This design comes from an exercise in tuning for small area on the open sky130 flow, not from production work. RTL that was checked went through simulation tests only; none was proved equivalent to the original. No driver is modelled on the clock port, so clock power and skew are understated where the tree is cut down; a real chip needs a root buffer or a tree. Power is estimated from default activity; no workload was simulated.

==> module seven_seg_display_bal, before the edit <==
module seven_seg_display_bal(
    input            clk,
    input            rst,
    input      [7:0] bal,
    output reg [6:0] seg,
    output reg [3:0] an,
    output           dp
);
    assign dp = 1'b1;
    localparam [14:0] POL = 15'h2aaa;
    reg  [14:0] p;
    reg  [1:0]  dg;
    wire [14:0] lf   = p ^ POL;
    wire        z    = ~|lf[13:0];
    wire        wrap = lf[14] & z;          
    wire [14:0] lfn  = {lf[13:0], lf[14] ^ lf[13] ^ z};
    always @(posedge clk)
        if (rst) begin
            p  <= POL;
            dg <= 2'd0;
        end else begin
            p <= lfn ^ POL;
            if (wrap) dg <= dg + 2'd1;
        end
    function [3:0] a3;
        input [3:0] x;
        case (x)
            4'd5: a3 = 4'd8;
            4'd6: a3 = 4'd9;
            4'd7: a3 = 4'd10;
            4'd8: a3 = 4'd11;
            4'd9: a3 = 4'd12;
            default: a3 = x;
        endcase
    endfunction
    wire [3:0] c1 = a3({1'b0, bal[7:5]});
    wire [3:0] c2 = a3({c1[2:0], bal[4]});
    wire [3:0] c3 = a3({c2[2:0], bal[3]});
    wire [3:0] c4 = a3({1'b0, c1[3], c2[3], c3[3]});
    wire [3:0] c5 = a3({c3[2:0], bal[2]});
    wire [3:0] c6 = a3({c4[2:0], c5[3]});
    wire [3:0] c7 = a3({c5[2:0], bal[1]});
    wire [3:0] hundreds = {2'b0, c4[3], c6[3]};
    wire [3:0] tens     = {c6[2:0], c7[3]};
    wire [3:0] ones     = {c7[2:0], bal[0]};
    reg  [3:0] digit;
    always @(*) begin
        case (dg)
            2'b00: begin an = 4'b1110; digit = ones;     end
            2'b01: begin an = 4'b1101; digit = tens;     end
            2'b10: begin an = 4'b1011; digit = hundreds; end
            default: begin an = 4'b0111; digit = 4'd0;   end
        endcase
    end
    always @(*) begin
        case (digit)
            4'd0: seg = 7'b1000000;
            4'd1: seg = 7'b1111001;
            4'd2: seg = 7'b0100100;
            4'd3: seg = 7'b0110000;
            4'd4: seg = 7'b0011001;
            4'd5: seg = 7'b0010010;
            4'd6: seg = 7'b0000010;
            4'd7: seg = 7'b1111000;
            4'd8: seg = 7'b0000000;
            4'd9: seg = 7'b0010000;
            default: seg = 7'bxxxxxxx;
        endcase
    end
endmodule
==> flow/config.mk <==
export PLATFORM = sky130hd
export DESIGN_NAME = ATM_top
export DESIGN_NICKNAME = ATM_top
export VERILOG_FILES = /design/flow/design.v
export SDC_FILE = /design/flow/constraint.sdc
export NUM_CORES = 4
export LEC_CHECK = 0
export ABC_AREA = 1
export CAP_MARGIN = 20
export CORE_MARGIN = 2
export CORE_UTILIZATION = 40
export GPL_TIMING_DRIVEN = 0
export PLACE_DENSITY = 0.6
export SLEW_MARGIN = 20
==> flow/constraint.sdc <==
create_clock -name core_clock -period 10.0 [get_ports {clk}]
set_input_delay 2.0000 -clock core_clock [delete_from_list [all_inputs] [get_ports {clk}]]
set_output_delay 2.0000 -clock core_clock [all_outputs]
set_load 0.01 [all_outputs]
standard.sh (not shown) runs the stock make flow with config.mk's settings and CLKGATE_MAP_FILE= SYNTH_SCRIPT=/design/flow/synth_recipe.tcl, a recipe that flattens the netlist after the stock synthesis.
==> flow/flow/run.sh <==
#!/bin/bash
# Own layout flow: the standard synthesis, then the combinational logic
# between the (unchanged) flip-flops is re-mapped for area with a stronger ABC
# script, then the standard layout with small port buffers and a lighter
# clock tree. Each tool's output goes to a log file in the work folder.
set -euo pipefail
WORK=$(pwd)
FLOWDIR=$WORK/flow
YOSYS=${YOSYS_EXE:-/OpenROAD-flow-scripts/tools/install/yosys/bin/yosys}
R=$WORK/orfs/results/$FLOW_PLATFORM/ATM_top/base

# 1. standard synthesis, unchanged
bash standard.sh synth > $WORK/1_synth_standard.log 2>&1

# 2. re-map the combinational logic (flip-flops kept as they are): ABC's
#    deepsyn with several random seeds and two mappings, in rounds, each round
#    starting from the smallest netlist so far, until a round brings no
#    improvement; keep the smallest
LIBF=$FLOW_HOME/platforms/$FLOW_PLATFORM/lib/sky130_fd_sc_hd__tt_025C_1v80.lib
RM=$WORK/remap
mkdir -p $RM
cp $R/1_2_yosys.v $WORK/1_2_yosys_standard.v
remap_one() {  # round seed map
  local tag=r$1_s$2_m$3 amap="amap"
  [[ $3 == 2 ]] && amap="amap -x"
  echo "strash; &get -n; &deepsyn -T 10 -S $2; &put; dch -f; $amap; topo" > $RM/$tag.abc
  LIB=$LIBF TOP=$FLOW_TOP IN=$RM/in_r$1.v OUT=$RM/$tag.v ABCSCR=$RM/$tag.abc \
  DONT_USE="*lpflow* *probe*" timeout 600 $YOSYS -c $FLOWDIR/remap.tcl > $RM/$tag.log 2>&1 || true
}
export -f remap_one
export RM LIBF FLOW_TOP YOSYS FLOWDIR
best=$WORK/1_2_yosys_standard.v
besta=""
for round in 1 2 3 4 5; do
  prev=$besta
  cp $best $RM/in_r$round.v
  nseed=8; if [[ $round == 1 ]]; then nseed=24; fi
  for seed in $(seq 1 $nseed); do for m in 1 2; do echo "$round $seed $m"; done; done \
    | xargs -P ${NUM_CORES:-4} -L 1 bash -c 'remap_one $0 $1 $2'
  for f in $RM/r${round}_*.v.stat; do
    a=$(awk '/Chip area for module/ {print $NF}' $f)
    echo "$(basename $f .stat) $a" >> $WORK/1_remap_choice.log
  done
  # smallest candidate so far that is proven equivalent to the standard netlist
  for b in $(for f in $RM/r${round}_*.v.stat; do echo "$(awk '/Chip area for module/ {print $NF}' $f) ${f%.stat}"; done | sort -g | cut -d' ' -f2); do
    a=$(awk '/Chip area for module/ {print $NF}' $b.stat)
    if [[ -n "$besta" ]] && ! awk -v a="$a" -v b="$besta" 'BEGIN{exit !(a < b)}'; then break; fi
    if LIB=$LIBF TOP=$FLOW_TOP GOLD=$WORK/1_2_yosys_standard.v GATE=$b \
         timeout 900 $YOSYS -c $FLOWDIR/eq.tcl > $b.eq.log 2>&1; then
      best=$b
      besta=$a
      break
    fi
    echo "$b not proven equivalent" >> $WORK/1_remap_choice.log
  done
  echo "round $round best $best" >> $WORK/1_remap_choice.log
  # stop once a round brings no improvement
  if [[ "$besta" == "$prev" ]]; then break; fi
done
cp $best $WORK/1_2_yosys_remap.v
cp $best $R/1_2_yosys.v
rm -f $R/1_synth.odb $R/1_synth.sdc

# 3. standard floorplan and placement, with small port buffers
export BUFFER_PORTS_ARGS="-buffer_cell sky130_fd_sc_hd__buf_1"
bash standard.sh place > $WORK/2_place_standard.log 2>&1

# 4. clock distribution (flow/clock.tcl) in place of TritonCTS
RESULTS_DIR=$R LIB=$FLOW_HOME/platforms/$FLOW_PLATFORM/lib/sky130_fd_sc_hd__tt_025C_1v80.lib \
PLATFORM_DIR=$FLOW_HOME/platforms/$FLOW_PLATFORM CLOCK_PORT=clk \
CLKBUF_LIST="sky130_fd_sc_hd__clkbuf_4 sky130_fd_sc_hd__buf_6 sky130_fd_sc_hd__clkbuf_8 sky130_fd_sc_hd__buf_8 sky130_fd_sc_hd__buf_12 sky130_fd_sc_hd__clkbuf_16" SLEW_TARGET=0.112 NGROUP=4 \
  ${OPENROAD_EXE:-$FLOW_HOME/../tools/install/OpenROAD/bin/openroad} -no_init -exit $FLOWDIR/clock.tcl > $WORK/3_clock_openroad.log 2>&1

# 5. standard routing and finishing
bash standard.sh finish > $WORK/4_route_standard.log 2>&1
Other scripts of this flow, unchanged in this note and not shown: flow/flow/clock.tcl, flow/flow/eq.tcl, flow/flow/remap.tcl
Rerun with:
--- a/flow/design.v
+++ b/flow/design.v
@@ -134,18 +134,18 @@
             4'd9: a3 = 4'd12;
             default: a3 = x;
         endcase
     endfunction
-    wire [3:0] c1 = a3({1'b0, bal[7:5]});
-    wire [3:0] c2 = a3({c1[2:0], bal[4]});
-    wire [3:0] c3 = a3({c2[2:0], bal[3]});
-    wire [3:0] c4 = a3({1'b0, c1[3], c2[3], c3[3]});
-    wire [3:0] c5 = a3({c3[2:0], bal[2]});
-    wire [3:0] c6 = a3({c4[2:0], c5[3]});
-    wire [3:0] c7 = a3({c5[2:0], bal[1]});
-    wire [3:0] hundreds = {2'b0, c4[3], c6[3]};
-    wire [3:0] tens     = {c6[2:0], c7[3]};
-    wire [3:0] ones     = {c7[2:0], bal[0]};
+    wire       h1 = bal >= 8'd200;
+    wire       h0 = ~h1 & (bal >= 8'd100);
+    wire [7:0] r8 = bal - (h1 ? 8'd200 : h0 ? 8'd100 : 8'd0);
+    wire [3:0] c1 = a3({1'b0, r8[6:4]});
+    wire [3:0] c2 = a3({c1[2:0], r8[3]});
+    wire [3:0] c3 = a3({c2[2:0], r8[2]});
+    wire [3:0] c4 = a3({c3[2:0], r8[1]});
+    wire [3:0] hundreds = {2'b0, h1, h0};
+    wire [3:0] tens     = {c1[3], c2[3], c3[3], c4[3]};
+    wire [3:0] ones     = {c4[2:0], r8[0]};
     reg  [3:0] digit;
     always @(*) begin
         case (dg)
             2'b00: begin an = 4'b1110; digit = ones;     end
Outcome:
- The new run completed without violations
- design area rises by 0.58%
- sequential cell count does not change
- register-to-register slack is worse by 910 ps
- clock power goes down by about 9%
- final cell count barely changes
- worst setup slack is worse by 590 ps
- core utilization is higher by 0.26 points
- wire length came out lower by 1.7%
- clock skew hardly moves
- synthesized cell count is about the same
- global-route usage is lower by 0.69 points
No run of this note takes its clock network from TritonCTS; it comes from the design's own scripts or RTL.

---

Another version of the RTL of ATM_top (not shown whole).
Size: ~500 cells after synthesis, about 0.0035 sq mm of cells after synthesis.
==> module ATM, before the edit <==
module ATM(
    input            clk,
    input            rst,
    input  [1:0]     mode,
    input  [11:0]    keypad,
    input            load,
    output [2:0]     nstate,
    output           auth,
    output [7:0]     bal
);
    reg [2:0] st;
    reg       kv;           
    reg [1:0] ki;           
    reg [1:0] acc;          
    reg [7:0] nbal;         
    reg [7:0] db0, db1, db2, db3;
    assign bal    = ~nbal;
    assign nstate = {st[2] & ~st[1], st[1] & ~st[2], st[0]};
    assign auth   = st[2] | st[1];
    wire s_bal = st == 3'd3;
    wire s_wd  = st == 3'd4;
    wire s_tr  = st == 3'd5;
    wire [3:0] ka = keypad[11:8];
    wire [7:0] kp = keypad[7:0];
    wire m0 = keypad == 12'hA11;
    wire m1 = keypad == 12'hB22;
    wire m2 = keypad == 12'hC33;
    wire m3 = keypad == 12'hD44;
    reg [7:0] src, tgb;
    always @(*) begin
        case (acc)
            2'd0: src = db0;
            2'd1: src = db1;
            2'd2: src = db2;
            default: src = db3;
        endcase
    end
    wire       tv = ka[3] & (ka[2] ^ ka[1]);      
    wire [1:0] ti = ka[1:0];                      
    always @(*) begin
        case (ti)
            2'd0: tgb = db0;
            2'd1: tgb = db1;
            2'd2: tgb = db2;
            default: tgb = db3;
        endcase
    end
    wire [7:0] amt  = kp & {8{st[2]}};
    wire [8:0] dif9 = {1'b0, src} - {1'b0, amt};
    wire [7:0] diff = dif9[7:0];
    wire       a_le = ~dif9[8];                   
    wire       a_nz = |kp;
    wire [8:0] sum9 = {1'b0, tgb} + {1'b0, kp};
    wire       s_ok = ~sum9[8] & ~(&sum9[7:0]);   
    wire ok_w = a_nz & a_le;
    wire ok_t = ok_w & tv & (ti != acc) & s_ok;
    wire do_w = s_wd & load & ok_w;
    wire do_t = s_tr & load & ok_t;
    wire we_s = do_w | do_t;      
    wire [3:0] sa  = {acc == 2'd3, acc == 2'd2, acc == 2'd1, acc == 2'd0};
    wire [3:0] ta  = {ti == 2'd3, ti == 2'd2, ti == 2'd1, ti == 2'd0};
    wire [3:0] wdv = {4{we_s}} & sa;
    wire [3:0] wsv = {4{do_t}} & ta;
    wire [3:0] sd = wdv & {4{~rst}};
    wire [3:0] ss = wsv & {4{~rst}};
    wire [3:0] sh = ~wdv & ~wsv & {4{~rst}};
    localparam [31:0] INIT = {8'd175, 8'd50, 8'd40, 8'd200};    
    wire [31:0] dbq = {db3, db2, db1, db0};
    wire [31:0] dbd;
    genvar gi;
    generate for (gi = 0; gi < 32; gi = gi + 1) begin : g_db
        assign dbd[gi] = (INIT[gi] & rst) | (sd[gi/8] & diff[gi%8]) |
                         (ss[gi/8] & sum9[gi%8]) | (sh[gi/8] & dbq[gi]);
    end endgenerate
    always @(posedge clk) {db3, db2, db1, db0} <= dbd;
    always @(posedge clk) begin
        if (load) begin
            ki <= keypad[9:8];
        end
        if (st == 3'd1 && kv)
            acc <= ki;
    end
    always @(posedge clk) begin
        if (rst) begin
            st   <= 3'd0;
            kv   <= 1'b0;
            nbal <= 8'hff;
        end else begin
            if (load)
                kv <= m0 | m1 | m2 | m3;
            case (st)
                3'd1: if (kv) st <= 3'd2;
                3'd2: st <= {mode[1], ~mode[1], mode[0]};
                3'd3: st <= 3'd2;
                3'd4, 3'd5: if (load) st <= we_s ? 3'd0 : 3'd6;
                default: st <= 3'd1;
            endcase
            if (s_bal | do_w) nbal <= ~diff;
        end
    end
endmodule
==> flow/config.mk <==
export PLATFORM = sky130hd
export DESIGN_NAME = ATM_top
export DESIGN_NICKNAME = ATM_top
export VERILOG_FILES = /design/flow/design.v
export SDC_FILE = /design/flow/constraint.sdc
export NUM_CORES = 4
export LEC_CHECK = 0
export ABC_AREA = 1
export CAP_MARGIN = 20
export CORE_MARGIN = 2
export CORE_UTILIZATION = 40
export GPL_TIMING_DRIVEN = 0
export PLACE_DENSITY = 0.8
export SLEW_MARGIN = 20
==> flow/constraint.sdc <==
create_clock -name core_clock -period 10.0 [get_ports {clk}]
set_input_delay 2.0000 -clock core_clock [delete_from_list [all_inputs] [get_ports {clk}]]
set_output_delay 2.0000 -clock core_clock [all_outputs]
set_load 0.01 [all_outputs]
Scripts as last shown in full above: flow/flow/run.sh
Other scripts of this flow, unchanged in this note and not shown: flow/flow/clock.tcl, flow/flow/eq.tcl, flow/flow/remap.tcl
Then changed:
--- a/flow/design.v
+++ b/flow/design.v
@@ -35,11 +35,11 @@
             2'd2: src = db2;
             default: src = db3;
         endcase
     end
     wire       tv = ka[3] & (ka[2] ^ ka[1]);      
-    wire [1:0] ti = ka[1:0];                      
+    wire [1:0] ti = {~ka[1], ka[0]};              
     always @(*) begin
         case (ti)
             2'd0: tgb = db0;
             2'd1: tgb = db1;
             2'd2: tgb = db2;
@@ -63,22 +63,22 @@
     wire [3:0] wdv = {4{we_s}} & sa;
     wire [3:0] wsv = {4{do_t}} & ta;
     wire [3:0] sd = wdv & {4{~rst}};
     wire [3:0] ss = wsv & {4{~rst}};
     wire [3:0] sh = ~wdv & ~wsv & {4{~rst}};
-    localparam [31:0] INIT = {8'd175, 8'd50, 8'd40, 8'd200};    
+    localparam [31:0] INIT = {8'd40, 8'd200, 8'd175, 8'd50};
     wire [31:0] dbq = {db3, db2, db1, db0};
     wire [31:0] dbd;
     genvar gi;
     generate for (gi = 0; gi < 32; gi = gi + 1) begin : g_db
         assign dbd[gi] = (INIT[gi] & rst) | (sd[gi/8] & diff[gi%8]) |
                          (ss[gi/8] & sum9[gi%8]) | (sh[gi/8] & dbq[gi]);
     end endgenerate
     always @(posedge clk) {db3, db2, db1, db0} <= dbd;
     always @(posedge clk) begin
         if (load) begin
-            ki <= keypad[9:8];
+            ki <= {m2 | m3, m1 | m3};
         end
         if (st == 3'd1 && kv)
             acc <= ki;
     end
     always @(posedge clk) begin
Sequential share of layout area shrinks by 0.14 points.
Setup slack gets better by 250 ps.
Wire length is about the same.
Total power shrinks by 0.97%.
Clock skew is about the same.
Synthesized area grows by 0.42%.
Maximum frequency grows by 3.2%.
Cell count grows by 0.94%.
Hold slack barely changes.
Sequential power barely changes.
Cell area grows by 0.39%.
Via count barely changes.
In every run of this note, the design's own scripts or RTL, not TritonCTS, make the clock network.

---

ATM_top, a different RTL version from the one above (not shown whole).
Size in the first run: about 500 cells after synthesis.
==> module ATM, before the edit <==
module ATM(
    input            clk,
    input            rst,
    input  [1:0]     mode,
    input  [11:0]    keypad,
    input            load,
    output [2:0]     nstate,
    output           auth,
    output [7:0]     bal
);
    reg [2:0] st;
    reg       kv;           
    reg [1:0] nki;          
    reg [1:0] nacc;         
    wire [1:0] acc = ~nacc;
    reg [7:0] nbal;         
    reg [7:0] db0, db1, db2, db3;
    assign bal    = ~nbal;
    assign nstate = {st[2] & ~st[1], st[1] & ~st[2], st[0]};
    assign auth   = st[2] | st[1];
    wire s_bal = st == 3'd3;
    wire s_wd  = st == 3'd4;
    wire s_tr  = st == 3'd5;
    wire [3:0] ka = keypad[11:8];
    wire [7:0] kp = keypad[7:0];
    wire m0 = keypad == 12'hA11;
    wire m1 = keypad == 12'hB22;
    wire m2 = keypad == 12'hC33;
    wire m3 = keypad == 12'hD44;
    reg [7:0] src, tgb;
    always @(*) begin
        case (acc)
            2'd0: src = db0;
            2'd1: src = db1;
            2'd2: src = db2;
            default: src = db3;
        endcase
    end
    wire       tv = ka[3] & (ka[2] ^ ka[1]);      
    wire [1:0] ti = ka[1:0];                      
    always @(*) begin
        case (ti)
            2'd0: tgb = db0;
            2'd1: tgb = db1;
            2'd2: tgb = db2;
            default: tgb = db3;
        endcase
    end
    wire [7:0] amt  = kp & {8{st[2]}};
    wire [8:0] dif9 = {1'b0, src} - {1'b0, amt};
    wire [7:0] diff = dif9[7:0];
    wire       a_le = ~dif9[8];                   
    wire       a_nz = |kp;
    wire [8:0] sum9 = {1'b0, tgb} + {1'b0, kp};
    wire       s_ok = ~sum9[8] & ~(&sum9[7:0]);   
    wire ok_w = a_nz & a_le;
    wire ok_t = ok_w & tv & (ti != acc) & s_ok;
    wire do_w = s_wd & load & ok_w;
    wire do_t = s_tr & load & ok_t;
    wire we_s = do_w | do_t;      
    wire [3:0] sa  = {acc == 2'd3, acc == 2'd2, acc == 2'd1, acc == 2'd0};
    wire [3:0] ta  = {ti == 2'd3, ti == 2'd2, ti == 2'd1, ti == 2'd0};
    wire [3:0] wdv = {4{we_s}} & sa;
    wire [3:0] wsv = {4{do_t}} & ta;
    wire [3:0] sd = wdv & {4{~rst}};
    wire [3:0] ss = wsv & {4{~rst}};
    wire [3:0] sh = ~wdv & ~wsv & {4{~rst}};
    localparam [31:0] INIT = {8'd175, 8'd50, 8'd40, 8'd200};    
    wire [31:0] dbq = {db3, db2, db1, db0};
    wire [31:0] dbd;
    genvar gi;
    generate for (gi = 0; gi < 32; gi = gi + 1) begin : g_db
        assign dbd[gi] = (INIT[gi] & rst) | (sd[gi/8] & diff[gi%8]) |
                         (ss[gi/8] & sum9[gi%8]) | (sh[gi/8] & dbq[gi]);
    end endgenerate
    always @(posedge clk) {db3, db2, db1, db0} <= dbd;
    always @(posedge clk) begin
        if (load) begin
            nki <= ~keypad[9:8];
        end
        if (st == 3'd1 && kv)
            nacc <= nki;
    end
    always @(posedge clk) begin
        if (rst) begin
            st   <= 3'd0;
            kv   <= 1'b0;
            nbal <= 8'hff;
        end else begin
            if (load)
                kv <= m0 | m1 | m2 | m3;
            case (st)
                3'd1: if (kv) st <= 3'd2;
                3'd2: st <= {mode[1], ~mode[1], mode[0]};
                3'd3: st <= 3'd2;
                3'd4, 3'd5: if (load) st <= we_s ? 3'd0 : 3'd6;
                default: st <= 3'd1;
            endcase
            if (s_bal | do_w) nbal <= ~diff;
        end
    end
endmodule
==> flow/config.mk <==
export PLATFORM = sky130hd
export DESIGN_NAME = ATM_top
export DESIGN_NICKNAME = ATM_top
export VERILOG_FILES = /design/flow/design.v
export SDC_FILE = /design/flow/constraint.sdc
export NUM_CORES = 4
export LEC_CHECK = 0
export ABC_AREA = 1
export CAP_MARGIN = 0
export CORE_MARGIN = 2
export CORE_UTILIZATION = 40
export GPL_TIMING_DRIVEN = 0
export PLACE_DENSITY = 0.8
export SLEW_MARGIN = 0
==> flow/constraint.sdc <==
create_clock -name core_clock -period 10.0 [get_ports {clk}]
set_input_delay 2.0000 -clock core_clock [delete_from_list [all_inputs] [get_ports {clk}]]
set_output_delay 2.0000 -clock core_clock [all_outputs]
set_load 0.01 [all_outputs]
Scripts as last shown in full above: flow/flow/run.sh
Other scripts of this flow, unchanged in this note and not shown: flow/flow/clock.tcl, flow/flow/eq.tcl, flow/flow/remap.tcl
Then changed:
--- a/flow/design.v
+++ b/flow/design.v
@@ -9,13 +9,12 @@
     output           auth,
     output [7:0]     bal
 );
     reg [2:0] st;
     reg       kv;           
-    reg [1:0] nki;          
-    reg [1:0] nacc;         
-    wire [1:0] acc = ~nacc;
+    reg [1:0] ki;           
+    reg [1:0] acc;          
     reg [7:0] nbal;         
     reg [7:0] db0, db1, db2, db3;
     assign bal    = ~nbal;
     assign nstate = {st[2] & ~st[1], st[1] & ~st[2], st[0]};
     assign auth   = st[2] | st[1];
@@ -36,11 +35,11 @@
             2'd2: src = db2;
             default: src = db3;
         endcase
     end
     wire       tv = ka[3] & (ka[2] ^ ka[1]);      
-    wire [1:0] ti = ka[1:0];                      
+    wire [1:0] ti = {~ka[1], ka[0]};              
     always @(*) begin
         case (ti)
             2'd0: tgb = db0;
             2'd1: tgb = db1;
             2'd2: tgb = db2;
@@ -64,25 +63,25 @@
     wire [3:0] wdv = {4{we_s}} & sa;
     wire [3:0] wsv = {4{do_t}} & ta;
     wire [3:0] sd = wdv & {4{~rst}};
     wire [3:0] ss = wsv & {4{~rst}};
     wire [3:0] sh = ~wdv & ~wsv & {4{~rst}};
-    localparam [31:0] INIT = {8'd175, 8'd50, 8'd40, 8'd200};    
+    localparam [31:0] INIT = {8'd40, 8'd200, 8'd175, 8'd50};
     wire [31:0] dbq = {db3, db2, db1, db0};
     wire [31:0] dbd;
     genvar gi;
     generate for (gi = 0; gi < 32; gi = gi + 1) begin : g_db
         assign dbd[gi] = (INIT[gi] & rst) | (sd[gi/8] & diff[gi%8]) |
                          (ss[gi/8] & sum9[gi%8]) | (sh[gi/8] & dbq[gi]);
     end endgenerate
     always @(posedge clk) {db3, db2, db1, db0} <= dbd;
     always @(posedge clk) begin
         if (load) begin
-            nki <= ~keypad[9:8];
+            ki <= {m2 | m3, m1 | m3};
         end
         if (st == 3'd1 && kv)
-            nacc <= nki;
+            acc <= ki;
     end
     always @(posedge clk) begin
         if (rst) begin
             st   <= 3'd0;
             kv   <= 1'b0;
Sequential share of layout area is about the same.
Cell area hardly moves.
Power grows by about 12%.
Global-route usage grows by 0.86 points.
Die area grows by about 0.34%.
Maximum frequency grows by 7.6%.
Clock power shrinks by about 6%.
Setup slack gains 570 ps.
Critical path depth shrinks by 2.
Hold slack gains 6.1 ps.
Routed wire length grows by about 3.3%.
Register-to-register slack gains 520 ps.
Sequential cell count does not change.
Combinational power grows by about 100%.
Function not checked in the first run of this note: the RTL went through the layout flow alone. No run of this note takes its clock network from TritonCTS; it comes from the design's own scripts or RTL.

what the ideal ports hide:
How much do the figures lean on ideal ports? The routed layouts below were timed once more, with nothing changed but the port constraints.
Step 1 sets driving cells, clkbuf_16 on the clock port and buf_2 on the other inputs (assumed; they add their load-dependent delay and slew).
Step 2 also shifts input and output timing later by t, the mid clock arrival at the registers, as if the neighbouring blocks saw the same clock.
Three values: ideal, step 1, step 2; two values: the first two.
| run | shift t [ns] | slack for setup (ns) | worst setup path after step 2 |
|---|---|---|---|
| the first run of note 1 | 0.204 | 2.581 / 2.632 / 2.428 | input to register |
| the second run of note 1 | 0.218 | 1.987 / 2.025 / 1.807 | input to register |
| the first run of note 2 | 0.220 | 2.189 / 2.228 / 2.009 | input to register |
| the second run of note 2 | 0.217 | 2.435 / 2.470 / 2.253 | input to register |
| the first run of note 3 | 0.203 | 1.881 / 1.925 / 1.723 | input to register |
| the second run of note 3 | 0.218 | 2.454 / 2.494 / 2.276 | input to register |
After both steps setup and hold are still met in every run listed. The setup slack of the second run of note 2, which loses most, moves by +0.035 ns with the drivers and by -0.182 ns with both steps.
